Background: an optimization exercise with open tools, aiming at small area, a short achievable clock period and few clock cycles. Do not read the settings as production practice.
The RTL was checked by simulation tests, not by an equivalence proof against the original design.
Power and IR drop assume default switching activity.

job 101:
==> flow/design.v <==
module Core (
    clk,
    rst,
    init_PC,
    imem_addr,
    imem_rdata,
    dmem_addr,
    dmem_we,
    dmem_wdata,
    dmem_rdata,
    halted
);
input clk;
input rst;
input [7:0] init_PC;
output [7:0] imem_addr;
input [11:0] imem_rdata;
output [7:0] dmem_addr;
output dmem_we;
output [7:0] dmem_wdata;
input [7:0] dmem_rdata;
output reg halted;
reg [7:0] sa;        
reg kill;            
reg [7:0] imm;       
reg pend;            
reg z, n;
reg [3:0] cnt;       
reg [7:0] s0, s1;
reg [7:0] below;     
reg e_pushi;         
reg e_ldp;           
reg e_ldl;           
reg e_pop;           
reg e_st;
reg e_alu;
reg e_sub;
reg e_jmp, e_jz, e_jn;   
wire e_ld = e_ldp | e_ldl;
wire e_push = e_pushi | e_ld;    
wire ex_taken = e_jmp | (e_jz & z) | (e_jn & n);
reg port_x;          
reg port_f;          
assign imem_addr = sa;
assign dmem_addr = ({8{port_x}} & imm) | ({8{port_f}} & imem_rdata[7:0]);
assign dmem_we = e_st;
assign dmem_wdata = s0;
wire [3:0] rop = imem_rdata[11:8];
wire r_halt = rop[3];
wire r_jmp = (rop == 4'd3);
wire r_jz = (rop == 4'd4);
wire r_jn = (rop == 4'd5);
wire capture = ~kill & ~halted & ~ex_taken & ~e_ldl;
wire early_res = e_pushi & (r_jmp | r_jz | r_jn);
wire early_taken = e_pushi & (r_jmp | (r_jz & z) | (r_jn & n));
wire late = capture & (rop == 4'd1) & port_x;
wire nv = capture & ~r_halt;
wire n_full = e_push ? (cnt == 4'd7) : ((e_pop | e_alu) ? 1'b0 : cnt[3]);
wire [7:0] sa_inc = sa + 8'd1;
wire [7:0] alu_b = e_sub ? ~s1 : s1;
wire [7:0] alu_r = s0 + alu_b + {7'd0, e_sub};
wire [7:0] cz = {s0[6:0] | s1[6:0], 1'b0};
wire z_add = &((s0 ^ s1) ~^ cz);
wire z_sub = (s0 == s1);
always @(posedge clk) begin
    if (rst) begin
        sa <= init_PC;
        kill <= 1'b1;
        pend <= 1'b0;
        halted <= 1'b0;
        z <= 1'b0;
        n <= 1'b0;
        cnt <= 4'd0;
        s0 <= 8'd0;
        s1 <= 8'd0;
        e_pushi <= 1'b0;
        e_ldp <= 1'b0;
        e_ldl <= 1'b0;
        e_pop <= 1'b0;
        e_st <= 1'b0;
        e_alu <= 1'b0;
        e_jmp <= 1'b0;
        e_jz <= 1'b0;
        e_jn <= 1'b0;
        port_x <= 1'b0;
        port_f <= 1'b1;
    end else begin
        kill <= ex_taken | early_taken | late;
        sa <= ({8{ex_taken}} & s0) | ({8{early_taken}} & imm) |
              ({8{late}} & sa) | ({8{~(ex_taken | early_taken | late)}} & sa_inc);
        if (capture & r_halt)
            halted <= 1'b1;
        pend <= e_ldl;
        e_pushi <= nv & (rop == 4'd0) & ~n_full;
        e_ldp <= nv & (rop == 4'd1) & ~n_full & ~port_x;
        e_ldl <= nv & (rop == 4'd1) & ~n_full & port_x;
        e_pop <= nv & ((rop[3:1] == 3'b001) | (rop[3:1] == 3'b010));
        e_st <= nv & (rop == 4'd2);
        port_x <= nv & ((rop == 4'd2) | ((rop == 4'd1) & ~n_full & port_x));
        port_f <= ~(nv & ((rop == 4'd2) | ((rop == 4'd1) & ~n_full & port_x)));
        e_alu <= nv & (rop[3:1] == 3'b011);
        e_jmp <= nv & ~early_res & (rop == 4'd3);
        e_jz <= nv & ~early_res & (rop == 4'd4);
        e_jn <= nv & ~early_res & (rop == 4'd5);
        if (e_push)
            cnt <= cnt + 4'd1;
        else if (e_pop & (cnt != 4'd0))
            cnt <= cnt - 4'd1;
        else if (e_alu & (cnt != 4'd1))
            cnt <= (cnt == 4'd0) ? 4'd1 : cnt - 4'd1;
        if (e_pushi)
            s0 <= imm;
        else if (e_pop)
            s0 <= s1;
        else if (e_alu)
            s0 <= alu_r;
        else if (e_ld | pend)
            s0 <= dmem_rdata;
        if (e_push)
            s1 <= s0;
        else if (e_pop | e_alu)
            s1 <= below;
        if (e_alu) begin
            z <= e_sub ? z_sub : z_add;
            n <= alu_r[7];
        end
    end
end
always @(posedge clk) begin
    imm <= imem_rdata[7:0];
    e_sub <= (rop == 4'd7);
end
reg [7:0] f0, f1, f2, f3, f4, f5;
always @(posedge clk) begin
    if (e_push) begin
        case (cnt)
            4'd2: f0 <= s1;
            4'd3: f1 <= s1;
            4'd4: f2 <= s1;
            4'd5: f3 <= s1;
            4'd6: f4 <= s1;
            4'd7: f5 <= s1;
            default: ;
        endcase
    end
end
always @(*) begin
    case (cnt)
        4'd3: below = f0;
        4'd4: below = f1;
        4'd5: below = f2;
        4'd6: below = f3;
        4'd7: below = f4;
        4'd8: below = f5;
        default: below = 8'd0;
    endcase
end
endmodule
==> flow/config.mk <==
export PLATFORM = sky130hd
export DESIGN_NAME = Core
export DESIGN_NICKNAME = Core
export VERILOG_FILES = /design/flow/design.v
export SDC_FILE = /design/flow/constraint.sdc
export NUM_CORES = 4
export LEC_CHECK = 0
export ABC_AREA = 1
export ABC_CLOCK_PERIOD_IN_PS = 1900
export CAP_MARGIN = 20
export CORE_MARGIN = 2
export CORE_UTILIZATION = 60
export CTS_BUF_LIST = sky130_fd_sc_hd__clkbuf_4 sky130_fd_sc_hd__clkbuf_8
export GPL_TIMING_DRIVEN = 0
export SETUP_SLACK_MARGIN = 2.0
export SLEW_MARGIN = 20
export TNS_END_PERCENT = 30
==> flow/constraint.sdc <==
create_clock -name core_clock -period 4.0 [get_ports {clk}]
set_input_delay 0.8000 -clock core_clock [delete_from_list [all_inputs] [get_ports {clk}]]
set_output_delay 0.8000 -clock core_clock [all_outputs]
set_load 0.01 [all_outputs]
standard.sh (not shown) runs the stock make flow with config.mk's settings and CLKGATE_MAP_FILE= SYNTH_SCRIPT=/design/flow/synth_recipe.tcl, a recipe that flattens the netlist after the stock synthesis.
==> flow/flow/run.sh <==
#!/bin/bash
# The standard layout (the standard.sh), except that the port buffers
# are sky130_fd_sc_hd__buf_1 cells rather than the delay buffers that
# buffer_ports picks by default. make's full output goes to standard.log;
# ORFS keeps each step's own log under orfs/logs/.
set -euo pipefail
export BUFFER_PORTS_ARGS="-buffer_cell sky130_fd_sc_hd__buf_1"
bash standard.sh > standard.log 2>&1
Job 101 | status: complete | timing, DRC, antenna: pass
Testbench counts of job 101, summed over its fixed seeds: cycles 36,554.
Inputs modified between job 101 and job 102:
diff --git a/flow/config.mk b/flow/config.mk
--- a/flow/config.mk
+++ b/flow/config.mk
@@ -10 +10 @@
-export CAP_MARGIN = 20
+export CAP_MARGIN = 5
@@ -16 +16 @@
-export SLEW_MARGIN = 20
+export SLEW_MARGIN = 5
Notes after the runs:
As far as critical path depth goes, job 102 and job 101 are indistinguishable; the numbers are identical. Job 101 -> job 102: met1 global-route usage delta 0, exact match. Job 102 vs. job 101: worst setup slack comparable; fraction of final layout cells sized beyond drive strength 1 comparable. As far as number of top-level design ports goes, job 102 and job 101 are indistinguishable; the numbers are identical. As far as number of inserted diodes goes, job 102 and job 101 are indistinguishable; the numbers are identical. On clock latency on the worst-skew pair, job 101 and job 102 are neck and neck. As far as non-clock buffer contribution to total cell area goes, job 102 and job 101 are indistinguishable; the numbers are identical. From job 101 to job 102 the numbers moved as follows: overall power of the completed layout now sits at about the same level; synthesis-to-layout area growth saw little to no change; detailed-routed wire length on met2 level.
What job 103 does differently from job 102 at the input level:
diff --git a/flow/config.mk b/flow/config.mk
--- a/flow/config.mk
+++ b/flow/config.mk
@@ -10 +10 @@
-export CAP_MARGIN = 5
+export CAP_MARGIN = 20
@@ -14,4 +14,2 @@
-export GPL_TIMING_DRIVEN = 0
-export SETUP_SLACK_MARGIN = 2.0
-export SLEW_MARGIN = 5
-export TNS_END_PERCENT = 30
+export SETUP_SLACK_MARGIN = 1.95
+export SLEW_MARGIN = 20
Findings:
- Looking at the reports, job 103 completed the entire flow and the layout it produced met the timing, design-rule and antenna checks.
- For worst clock skew, job 103 and job 102 come out practically identical.
- Looking only at final worst-path cycle share, and setting everything else aside, the higher value of job 102 and job 103 goes to job 103.
- Number of nets at the end of the flow for job 103: 8 down relative to job 102
- Global-route usage across job 102 and job 103: no real change.
- Worst hold margin (higher): job 103
- Share of the core filled with cells in job 103 vs job 102: down 0.23 points
- Global-route wire length before repair in job 103 vs job 102: down 160 um
- | number of instances in the synthesized netlist | job 103 vs job 102 | ≈ equal |
- Cell-internal power of job 103 is on par with job 102.
- For job 102, the worst setup path startpoint was imem_rdata[2], unlike job 103, where it was port_x.
- Final area (lower): job 103
#### Input delta (job 104 over job 103)
diff --git a/flow/config.mk b/flow/config.mk
--- a/flow/config.mk
+++ b/flow/config.mk
@@ -14 +14,2 @@
-export SETUP_SLACK_MARGIN = 1.95
+export PLACE_DENSITY = 0.75
+export SETUP_SLACK_MARGIN = 2.0
@@ -15,0 +17 @@
+export TNS_END_PERCENT = 30
==> comparison <==
- Non-clock buffer count (job 104 vs. job 103) decreases by a little under 10%
- Diff job 103 and job 104: sequential share of cell area lower in job 103
- When job 104 is set beside job 103, its worst vdd rail ir drop turns out to be 3.4% larger.
diff inputs: job 104 => job 105
diff --git a/flow/config.mk b/flow/config.mk
--- a/flow/config.mk
+++ b/flow/config.mk
@@ -14,2 +14 @@
-export PLACE_DENSITY = 0.75
-export SETUP_SLACK_MARGIN = 2.0
+export SETUP_SLACK_MARGIN = 2.05
@@ -17 +15,0 @@
-export TNS_END_PERCENT = 30
Synthesized cell count came out exactly the same in job 104 and job 105.
Non-clock buffer count of job 105 exceeds that of job 104 by more than 10%.
Clock share of power: job 105 vs job 104 down 2.0 points
Compared to job 104, job 105 has combinational group share of total power 0.6 points higher.

[re-timing with driven ports]
The flow's constraints put no driver on any port. The routed layouts listed below were extracted and timed again, unchanged, in two steps.
Step 1, drivers: a clkbuf_16 drives clk and a buf_2 each remaining input, both assumed.
Step 2 adds t to the input delays and takes it off the output delays; t is the mean of the earliest and latest rising clock arrival at the registers after step 1. Input paths then give back, and output paths get back, about the clock's delay inside the block.
Slacks: ideal ports / drivers / drivers and shift; pairs: ideal ports / drivers.
run | t (ns) | setup WS [ns] | worst setup path after step 2 | latest minus earliest clock arrival (ns) | worst register clock-pin slew, ns
job 101 | 0.389 | 2.000 / 1.977 / 1.748 | input to register | 0.012 / 0.011 | 0.10 / 0.10
job 102 | 0.389 | 2.000 / 1.977 / 1.748 | input to register | 0.012 / 0.011 | 0.10 / 0.10
job 103 | 0.408 | 1.957 / 1.922 / 1.824 | input to register | 0.013 / 0.012 | 0.10 / 0.10
job 104 | 0.402 | 1.954 / 1.918 / 1.684 | input to register | 0.012 / 0.012 | 0.10 / 0.10
job 105 | 0.409 | 1.980 / 1.946 / 1.829 | input to register | 0.015 / 0.015 | 0.11 / 0.11
After both steps setup and hold are still met in every run listed. The setup slack of job 104, which loses most, moves by -0.036 ns with the drivers and by -0.270 ns with both steps.
